This is an optimization exercise on Yosys and OpenROAD, whose aim is small area and a short achievable clock period, not a production implementation. The RTL was checked by simulation tests, not by an equivalence proof against the original design. No activity file was given, so power comes from the tool's default toggle rates.

==> flow/design.v (outline; a module is shown in full before it is edited, if it fits) <==
// module DSP48A1_simplified: 1793 lines
// module dsp_fa: 4 lines
// module dsp_ha: 4 lines
module DSP48A1_simplified (P, A, B, D, C, clk, rst_n);
  // ...
==> flow/flow/run.sh <==
#!/bin/bash
set -uo pipefail
export BUFFER_PORTS_ARGS="-buffer_cell sky130_fd_sc_hd__buf_1"
export CTS_ARGS="-sink_clustering_enable -repair_clock_nets -dont_use_dummy_load -buf_list sky130_fd_sc_hd__clkbuf_8 -sink_clustering_size 14 -sink_clustering_max_diameter 80"
bash standard.sh > standard.log 2>&1
==> flow/standard.sh <==
#!/bin/bash
# synth_recipe.tcl (not shown) runs the flow's synth.tcl, then flattens the netlist and writes it again
# the make line also repeats each setting of config.mk as NAME=value (left out here)
make -C /OpenROAD-flow-scripts/flow DESIGN_CONFIG=/design/flow/config.mk WORK_HOME=/design/flow/orfs CLKGATE_MAP_FILE= SYNTH_SCRIPT=/design/flow/synth_recipe.tcl "${@:-finish}"
==> flow/config.mk <==
export PLATFORM = sky130hd
export DESIGN_NAME = DSP48A1_simplified
export DESIGN_NICKNAME = DSP48A1_simplified
export VERILOG_FILES = /design/flow/design.v
export SDC_FILE = /design/flow/constraint.sdc
export NUM_CORES = 4
export LEC_CHECK = 0
export CAP_MARGIN = 20
export CORE_MARGIN = 2
export CORE_UTILIZATION = 40
export SETUP_SLACK_MARGIN = 3.5
export SLEW_MARGIN = 20
export SYNTH_HIERARCHICAL = 1
export TNS_END_PERCENT = 10
==> flow/constraint.sdc <==
create_clock -name core_clock -period 6.5 [get_ports {clk}]
set_input_delay 1.3000 -clock core_clock [delete_from_list [all_inputs] [get_ports {clk}]]
set_output_delay 1.3000 -clock core_clock [all_outputs]
set_load 0.01 [all_outputs]
==> PnR_summary.wiki, run 1 <==
{| class="wikitable"
! Metric !! Value
|-
| Critical path origin || R0_28
|-
| Internal power of the cells || 5.066 mW
|-
| Clock share of power || 8.6%
|-
| Multi-input gate area || 0.01119 mm2
|-
| Multiplexer share of the synthesized area || 2.276%
|-
| Post-Synth Simple-Gate Area || 9.212%
|-
| Total Power Consumption || 8.885 mW
|-
| Result of the run || complete, no violations
|-
| Power density over the cells || 482.3 mW/mm2
|-
| List of cells traversed by the critical path || fa_1 -> ha_2 -> and4_1 -> and3_2 -> a221oi_2 -> o211ai_1 -> or2_4 -> fa_2 -> and2_1
|-
| Clk slew on worst S/H paths || 90 ps
|-
| Count of nets after finishing || 2032
|-
| Die height || 204.7 um
|-
| Tightest Pin Transition || 897.5 ps
|-
| Vias in the first global route || 12.19k
|-
| Share of the yosys chip area belonging to registers || 29.20%
|-
| Number of filler cells placed in the layout || 3746
|-
| GR Util met3 || 3.261%
|-
| Antenna violations before repair || 3
|-
| Buffering stage count on the worst path with inverters included || 0
|-
| Synth Warn # || 7
|-
| Area post-placement || 0.01710 mm2
|-
| Largest delay share family, worst path || adder cells
|-
| Compound-cell area share of the yosys netlist || 13.37%
|-
| Slowest-stage cell, CP || fa_1
|-
| Worst hold path stage count || 1
|-
| CTS sink count || 235
|-
| Summed instance area of the synthesized netlist || 0.01611 mm2
|-
| N_diodes || 3
|-
| Prevailing post-synth register cell || dfxtp_1
|}
==> run 2: changes to the inputs <==
--- a/flow/config.mk
+++ b/flow/config.mk
@@ -8,7 +8,7 @@
 export CAP_MARGIN = 20
 export CORE_MARGIN = 2
 export CORE_UTILIZATION = 40
-export SETUP_SLACK_MARGIN = 3.5
+export SETUP_SLACK_MARGIN = 3.3
 export SLEW_MARGIN = 20
 export SYNTH_HIERARCHICAL = 1
 export TNS_END_PERCENT = 10
==> PnR_summary.wiki, run 2 <==
{| class="wikitable"
! Metric !! Value
|-
| Worst VDD drop || 0.0001738 V
|-
| CP Class || flop to flop
|-
| Dpl hpwl || 29000 um
|-
| Fraction of final layout cells sized beyond drive strength 1 || 10.43%
|-
| CTS sink count || 235 (unchanged)
|-
| Most used cells in the layout excluding fill and tap cells || 211 x dfxtp_1, 203 x xnor2_1, 176 x fa_1
|-
| Type of element launching the critical path || flop
|-
| Commonest non-fill, non-tap cell in the layout || dfxtp_1
|-
| Number of nets produced by synthesis || 1912
|-
| Commonest cells post-synth || 235 x dfxtp_1, 204 x xnor2_1, 180 x fa_1, 154 x a22oi_1, 101 x clkbuf_1
|-
| Antenna violations before repair || 1 (-2)
|-
| Number of library cell types mapped by synthesis || 60
|-
| Number of cells on the worst reg-to-reg path || 11
|-
| Post-synthesis sequential element count || 235
|-
| Layout Area Growth over Synthesis || 11.18%
|-
| Post-route design area || 0.01791 mm2
|-
| Buffer type at the clock tree root || clkbuf_8
|-
| Worst-Skew Late Latency || 570 ps
|-
| Max Slew Vio Count || 0
|-
| Multi-input gate area || 0.01109 mm2 (-0.94%)
|-
| Worst setup slack after layout || 3291 ps
|-
| Wire length of the first global-routing pass || 65930 um
|-
| Flip-flop count of the largest register, all copies and words added || 48
|-
| Count of nets after finishing || 2012 (-0.98%)
|-
| Weighted congestion at the end of routability-driven global placement || 0.8955
|-
| Max-slew headroom || 35.45%
|-
| Maximum number of pins on one net before global-route repair || 104
|-
| Initial Utilization || 40.54%
|-
| Top flop regs || P x48, S x19, A_r x18
|-
| Min cycle time layout || 3209 ps
|-
| Tightest Pin Transition || 968.2 ps (+70.70 ps)
|-
| Count leader, synth || dfxtp_1
|-
| Achievable Freq || 311.7 MHz
|-
| Detailed-route wire length || 41620 um
|-
| Prevailing post-synth register cell || dfxtp_1
|-
| Synth Warn # || 7 (unchanged)
|-
| Buffers on Ports || 151
|-
| Area of the placeable core || 0.03973 mm2
|-
| Data arrival, critical path || 3730 ps
|-
| Area share of the largest cell type after synthesis || 29.20%
|-
| Maximum clock insertion buffer count || 3
|-
| Area contributors post-synth || dfxtp_1 29%, fa_1 22%, xnor2_1 11%
|-
| Residual overflow from global routing || 0
|-
| Global-route total usage across every layer || 19.99%
|-
| Die Area || 0.04189 mm2
|-
| Area post-placement || 0.01711 mm2 (about the same)
|-
| Final critical-path share of the clock period || 49.36%
|-
| Library cell with the largest summed area after synthesis || dfxtp_1
|-
| Clk slew on worst S/H paths || 90 ps (about the same)
|-
| CTS tree || done
|-
| Total setup violations reported at the end of the flow || 0
|-
| Worst hold path stage count || 1 (unchanged)
|-
| Clock Skews || 40.48 ps
|-
| Post-synthesis async set-or-reset flop share || 0%
|-
| Final standard cell utilization of the core || 45.08%
|-
| H-tree lvl count || 1
|-
| Crit path capture type || flop
|-
| Result of the run || complete, no violations
|-
| Die width || 204.7 um
|-
| DRC errors left || 0
|-
| Number of DRC markers in iteration 0 || 764
|-
| CTS buffer count || 21
|-
| Total via count in the routed design || 11.56k
|-
| Average footprint of a synthesized cell || 10.52 um2
|-
| Post-synth EDFFs || 0
|-
| Power density over the cells || 495.1 mW/mm2 (+2.7%)
|-
| Number of filler cells placed in the layout || 3785 (+1.0%)
|-
| RSZ-0062 raised after global routing || true
|-
| Die height || 204.7 um (unchanged)
|-
| Post-placement worst setup slack || 2832 ps
|-
| Data required, critical path || 7020 ps
|-
| Setup TNS || 0 ps
|-
| Share of the yosys chip area belonging to registers || 29.20% (unchanged)
|-
| Summed instance area of the synthesized netlist || 0.01611 mm2 (unchanged)
|-
| Average wire per cell in the routed design || 19.32 um
|-
| Vias in the first global route || 12.20k (+0.11%)
|-
| Top-level port count || 152
|-
| Static leakage || 6.983 nW
|-
| Row Count || 73
|-
| Antenna violation net count after detailed routing || 0
|-
| N_diodes || 0 (-3)
|-
| Via density per instance || 5.366
|-
| Largest reg by FF count || P
|-
| Classification of the worst-slack hold path || flop to flop
|-
| Hold violation count in the final report || 0
|-
| Synthesized netlist cell count || 1532
|-
| Number of detailed-routing iterations run before antenna repair || 7
|-
| Register Area || 0.004755 mm2
|-
| Maximum net fanout on the critical path || 5
|-
| Total of max-cap violations || 0
|}
## run 2: cell counts after synthesis
Identical to the previous run, type by type.
## run 2: layout make-up
cell class | instances | share of cell area, %
Clock buffer | 21 | 1.614
Multi-Input combinational cell | 1126 | 61.90
Tap cell | 525 | 3.668
Timing Repair Buffer | 193 | 5.121
Inverter | 55 | 1.153
Sequential cell | 235 | 26.55
## run 2: what timing repair did
item	CTS	global route
setup buffers	13	4
hold buffers	0	0
gates resized for setup	59	28
pin swaps	26	25
setup endpoints to repair	38	40
cloned	0	0
## run 2: per-layer routing
layer  global-route usage, %  up-vias  wire length (um)
li1                        -     5337                 -
met1                   26.64     5660             18450
met2                   32.61      477             18730
met3                   3.945       88              3396
met4                   6.366        2              1031
met5                       0        -                13
## run 2: cells by family after synthesis
logic type               synth area share [%]
buffers and inverters                   3.992
flip-flops                              29.20
AO/OA/AOI/OAI                           13.37
AND/OR/NAND/NOR                         9.212
adder cells (fa/ha/maj)                 29.83
multiplexers                            2.276
XOR/XNOR                                12.12
## run 2: worst max-delay path, stage by stage (launching register included)
cell and delay (ps):
dfxtp_1 330, fa_1 610, ha_4 250, a21oi_1 240, a21boi_4 130, nor4_4 260
buf_4 190, a211oi_4 80, buf_4 150, or2_2 300, fa_2 520, and2_1 120
## run 2: path summary, 6_finish.rpt
check,from,end,slack (ps)
worst max-delay path,R2_14,P[32],3290
worst min-delay path,S[0],B2[0],420
worst max register to register,R2_14,P[32],3290
worst min register to register,S[0],B2[0],420
## run 2: Yosys stat by module, one instance, submodules excluded
| module | area (um2) | copies in the design | cells | flip-flops and latches |
|---|---|---|---|---|
| DSP48A1_simplified | 12330 | 1 | 1334 | 235 |
| dsp_ha | 12.51 | 25 | 1 | 0 |
| dsp_fa | 20.02 | 173 | 1 | 0 |
## run 2: where the power goes
part	internal (mW)	leakage [nW]	total [mW]	switching (mW)
Sequential	1.88	1.97	2.22	0.341
Combinational	2.86	4.86	5.88	3.02
Clock	0.289	0.151	0.763	0.474
Total	5.03	6.98	8.87	3.84
## run 2: through the flow
stage,instances,hold WS (ps),power [mW]
3_5_place_dp,2117,407.5,7.737
2_1_floorplan,1532,384.0,6.243
5_1_grt,2155,442.9,9.801
4_1_cts,2151,421.5,8.862
6_report,2155,419.2,8.867
3_3_place_gp,2117,397.2,7.573
==> run 3: changes to the inputs <==
==> flow/flow/run.sh (replaced) <==
#!/bin/bash
# The standard layout (standard.sh: standard synthesis, then ORFS to the
# routed layout), with one change: the port buffers are plain buf_2 cells
# instead of the delay-cell buffers that port buffering picks by default.
# Every port still gets its own buffer. All make/tool output goes to
# standard.log in this folder.
set -uo pipefail
export BUFFER_PORTS_ARGS="-buffer_cell sky130_fd_sc_hd__buf_2"
bash standard.sh > standard.log 2>&1
--- a/flow/config.mk
+++ b/flow/config.mk
@@ -8,7 +8,7 @@
 export CAP_MARGIN = 20
 export CORE_MARGIN = 2
 export CORE_UTILIZATION = 40
-export SETUP_SLACK_MARGIN = 3.3
+export SETUP_SLACK_MARGIN = 3.5
 export SLEW_MARGIN = 20
 export SYNTH_HIERARCHICAL = 1
 export TNS_END_PERCENT = 10
==> PnR_summary.wiki, run 3 <==
{| class="wikitable"
! Metric !! Value
|-
| Crit path capture type || flop
|-
| Area of the placeable core || 0.03973 mm2 (unchanged)
|-
| Clk slew on worst S/H paths || 60 ps (-30 ps)
|-
| Area contributors post-synth || dfxtp_1 29%, fa_1 22%, xnor2_1 11%
|-
| Vias in the first global route || 12.46k (+2.1%)
|-
| Maximum number of pins on one net before global-route repair || 104 (unchanged)
|-
| CP Class || flop to flop
|-
| Most used cells in the layout excluding fill and tap cells || 203 x dfxtp_1, 203 x xnor2_1, 170 x fa_1
|-
| Post-synthesis async set-or-reset flop share || 0% (unchanged)
|-
| Average footprint of a synthesized cell || 10.52 um2 (unchanged)
|-
| Count of nets after finishing || 2034 (+1.1%)
|-
| CTS buffer count || 28 (+33%)
|-
| Number of nets produced by synthesis || 1912 (unchanged)
|-
| Top-level port count || 152 (unchanged)
|-
| Top flop regs || P x48, S x19, A_r x18
|-
| Total setup violations reported at the end of the flow || 0 (unchanged)
|-
| Setup TNS || 0 ps (unchanged)
|-
| Row Count || 73 (unchanged)
|-
| Register Area || 0.004800 mm2 (+0.95%)
|-
| Total via count in the routed design || 11.78k (+1.8%)
|-
| Count leader, synth || dfxtp_1
|-
| Result of the run || complete, no violations
|-
| Post-synthesis sequential element count || 235 (unchanged)
|-
| Flip-flop count of the largest register, all copies and words added || 48 (unchanged)
|-
| Antenna violations before repair || 4 (+3)
|-
| Library cell with the largest summed area after synthesis || dfxtp_1
|-
| Buffer type at the clock tree root || clkbuf_16
|-
| Max-slew headroom || 33.66% (-1.8 points)
|-
| Layout Area Growth over Synthesis || 19.85%
|-
| DRT met1 WL || 18330 um (-0.67%)
|-
| Weighted congestion at the end of routability-driven global placement || 0.8819 (-1.5%)
|-
| Antenna violation net count after detailed routing || 0 (unchanged)
|-
| Hold violation count in the final report || 0 (unchanged)
|-
| Type of element launching the critical path || flop
|-
| H-tree lvl count || 1 (unchanged)
|-
| Max Slew Vio Count || 0 (unchanged)
|-
| Met3 Routed Length || 3408 um (+0.35%)
|-
| Data required, critical path || 6980 ps (-40 ps)
|-
| Summed instance area of the synthesized netlist || 0.01611 mm2 (unchanged)
|-
| Classification of the worst-slack hold path || flop to flop
|-
| Area post-placement || 0.01729 mm2 (+1.1%)
|-
| Die Area || 0.04189 mm2 (unchanged)
|-
| Worst-Skew Late Latency || 550 ps (-20 ps)
|-
| Buffers on Ports || 151 (unchanged)
|-
| Maximum net fanout on the critical path || 11 (+6)
|-
| Prevailing post-synth register cell || dfxtp_1
|-
| Dominant combinational cell family by area after synthesis || adder cells
|-
| Wire length of the first global-routing pass || 68360 um (+3.7%)
|-
| Compound-cell area share of the yosys netlist || 13.37% (unchanged)
|-
| Post-synth EDFFs || 0 (unchanged)
|-
| DRC errors left || 0 (unchanged)
|-
| Number of library cell types mapped by synthesis || 60 (unchanged)
|-
| Synth Area in XOR/XNOR || 12.12% (unchanged)
|-
| Worst VDD drop || 0.0002489 V (+43%)
|-
| Total of max-cap violations || 0 (unchanged)
|-
| Dpl hpwl || 29480 um (+1.7%)
|-
| Post-route design area || 0.01931 mm2 (+7.8%)
|-
| Synthesized netlist cell count || 1532 (unchanged)
|-
| Post-Synth Simple-Gate Area || 9.212% (unchanged)
|-
| Initial Utilization || 40.54% (unchanged)
|-
| Share of the yosys chip area belonging to registers || 29.20% (unchanged)
|-
| Detailed-route wire length || 43750 um (+5.1%)
|-
| Final critical-path share of the clock period || 48.62% (-0.74 points)
|-
| Highest Signal Layer || met5
|-
| Adder-Cell Fraction of Synth Area || 29.83% (unchanged)
|-
| Global-route total usage across every layer || 21.00% (+1.0 points)
|-
| RSZ-0062 raised after global routing || true
|-
| CTS sink count || 235 (unchanged)
|-
| Multi-input gate area || 0.01118 mm2 (+0.89%)
|-
| Min cycle time layout || 3161 ps (-48.04 ps)
|-
| Power density over the cells || 514.0 mW/mm2 (+3.8%)
|-
| Fraction of final layout cells sized beyond drive strength 1 || 23.15% (+13 points)
|-
| Via density per instance || 5.345 (-0.39%)
|-
| Synth Warn # || 7 (unchanged)
|-
| Data arrival, critical path || 3640 ps (-90 ps)
|-
| Number of detailed-routing iterations run before antenna repair || 5 (-2)
|-
| Achievable Freq || 316.4 MHz (+1.5%)
|-
| Maximum clock insertion buffer count || 3 (unchanged)
|-
| Static leakage || 7.970 nW (+14%)
|-
| Clock Skews || 8.398 ps (-32.08 ps)
|-
| Number of filler cells placed in the layout || 3611 (-4.6%)
|-
| Largest reg by FF count || P
|-
| CTS tree || done
|-
| Die height || 204.7 um (unchanged)
|-
| Detailed route wirelength on metal2 || 20550 um (+9.7%)
|-
| Tightest Pin Transition || 995.1 ps (+26.91 ps)
|-
| Number of DRC markers in iteration 0 || 776 (+1.6%)
|-
| Commonest cells post-synth || 235 x dfxtp_1, 204 x xnor2_1, 180 x fa_1, 154 x a22oi_1, 101 x clkbuf_1
|-
| Die width || 204.7 um (unchanged)
|-
| Residual overflow from global routing || 0 (unchanged)
|-
| Average wire per cell in the routed design || 19.86 um (+2.8%)
|-
| Area share of the largest cell type after synthesis || 29.20% (unchanged)
|-
| Multiplexer share of the synthesized area || 2.276% (unchanged)
|}
-- run 3: cell counts after synthesis --
No cell type changed its count.
-- run 3: worst max-delay path, stage by stage, from the launching register on --
cell	delay (ps)
dfxtp_1	310
fa_1	540
ha_4	350
nand3_1	120
a21boi_4	270
nor4_4	80
buf_4	170
a211oi_4	270
o211ai_1	140
a21bo_2	250
buf_12	140
or3_1	330
a21oi_2	140
-- run 3: routing by layer --
layer	vias up	global-route usage, %
met5	-	0
met4	4	7.919
met3	113	4.168
met2	532	34.98
met1	5715	26.89
li1	5411	-
-- run 3: worst paths after layout --
| kind | end | startpoint | cells past startpoint | slack, ps |
|---|---|---|---|---|
| worst max-delay path | P[41] | R2_14 | 12 | 3340 |
| worst min-delay path | B2[0] | S[0] | 1 | 400 |
| worst max register to register | P[41] | R2_14 | 12 | 3340 |
| worst min register to register | B2[0] | S[0] | 1 | 400 |
-- run 3: cell type report --
type | instances | area share, %
Multi-Input combinational cell | 1126 | 57.93
Sequential cell | 235 | 24.86
Timing Repair Buffer | 208 | 7.297
Clock buffer | 37 | 4.173
Tap cell | 525 | 3.402
Clock inverter | 15 | 1.244
Inverter | 55 | 1.069
Antenna cell | 2 | 0.02592
-- run 3: kinds of logic (layout without fill, tap and decap cells) --
logic type,after synthesis,count (layout)
simple gates,296,296
flops,235,235
buf+inv,171,315
mux,33,33
fa+ha+maj,276,276
other cells,0,2
xor+xnor,223,223
compound gates,298,298
-- run 3: report_power, final --
| group | internal, mW | switching [mW] |
|---|---|---|
| combinational | 2.95 | 3.05 |
| clock | 1.11 | 0.620 |
| sequential | 1.89 | 0.314 |
| total | 5.94 | 3.98 |
-- run 3: repair_timing --
action | in CTS | in global routing
buffers inserted | 29 | 1
pin swaps | 57 | 19
gates resized for setup | 130 | 11
cloned | 5 | 0
endpoints found under the setup margin | 79 | 65
hold buffers | 0 | 0
-- run 3: through the flow --
stage / total power [mW] / utilization (%) / hold WS, ps / setup WS [ps] / std cells
after floorplan: 6.244 / - / 384.0 / 3144 / 1532
after global placement: 7.596 / 43.51 / 393.7 / 2921 / 2114
after detailed placement: 7.726 / 43.51 / 413.8 / 2847 / 2114
after CTS: 9.936 / 48.40 / 413.6 / 3319 / 2200
after global routing: 10.90 / 48.59 / 432.2 / 3229 / 2202
final: 9.924 / 48.59 / 403.3 / 3339 / 2203
-- run 3: per-module statistics from Yosys, one instance, submodules excluded --
module / cells inside / flops+latches / times used / area (um2)
dsp_ha: 1 / 0 / 25 / 12.51
DSP48A1_simplified: 1334 / 235 / 1 / 12330
dsp_fa: 1 / 0 / 173 / 20.02

==> re-timing with driven ports <==
In the flow no input, the clock included, has a driving cell. The finished layouts below were timed again as built, in two steps.
Step 1 assumes that a clkbuf_16 drives the clock port and a buf_2 every other input.
Step 2 also shifts input and output timing later by t, the mid clock arrival at the registers, as if the neighbouring blocks saw the same clock.
Slacks: no drivers / after step 1 / after step 2; pairs: no drivers / after step 1.
| run | shift t [ns] | slack for setup (ns) | worst slew at a driven data input, ns |
|---|---|---|---|
| run 1 | 0.607 | 3.349 / 3.349 / 2.839 | 0.07 |
| run 2 | 0.598 | 3.291 / 3.291 / 2.847 | 0.08 |
| run 3 | 0.596 | 3.339 / 3.339 / 2.803 | 0.08 |
After both steps setup and hold are still met in every run listed. For run 3, which loses most, drivers alone change the setup slack by 0.000 ns; drivers and shift together by -0.536 ns.
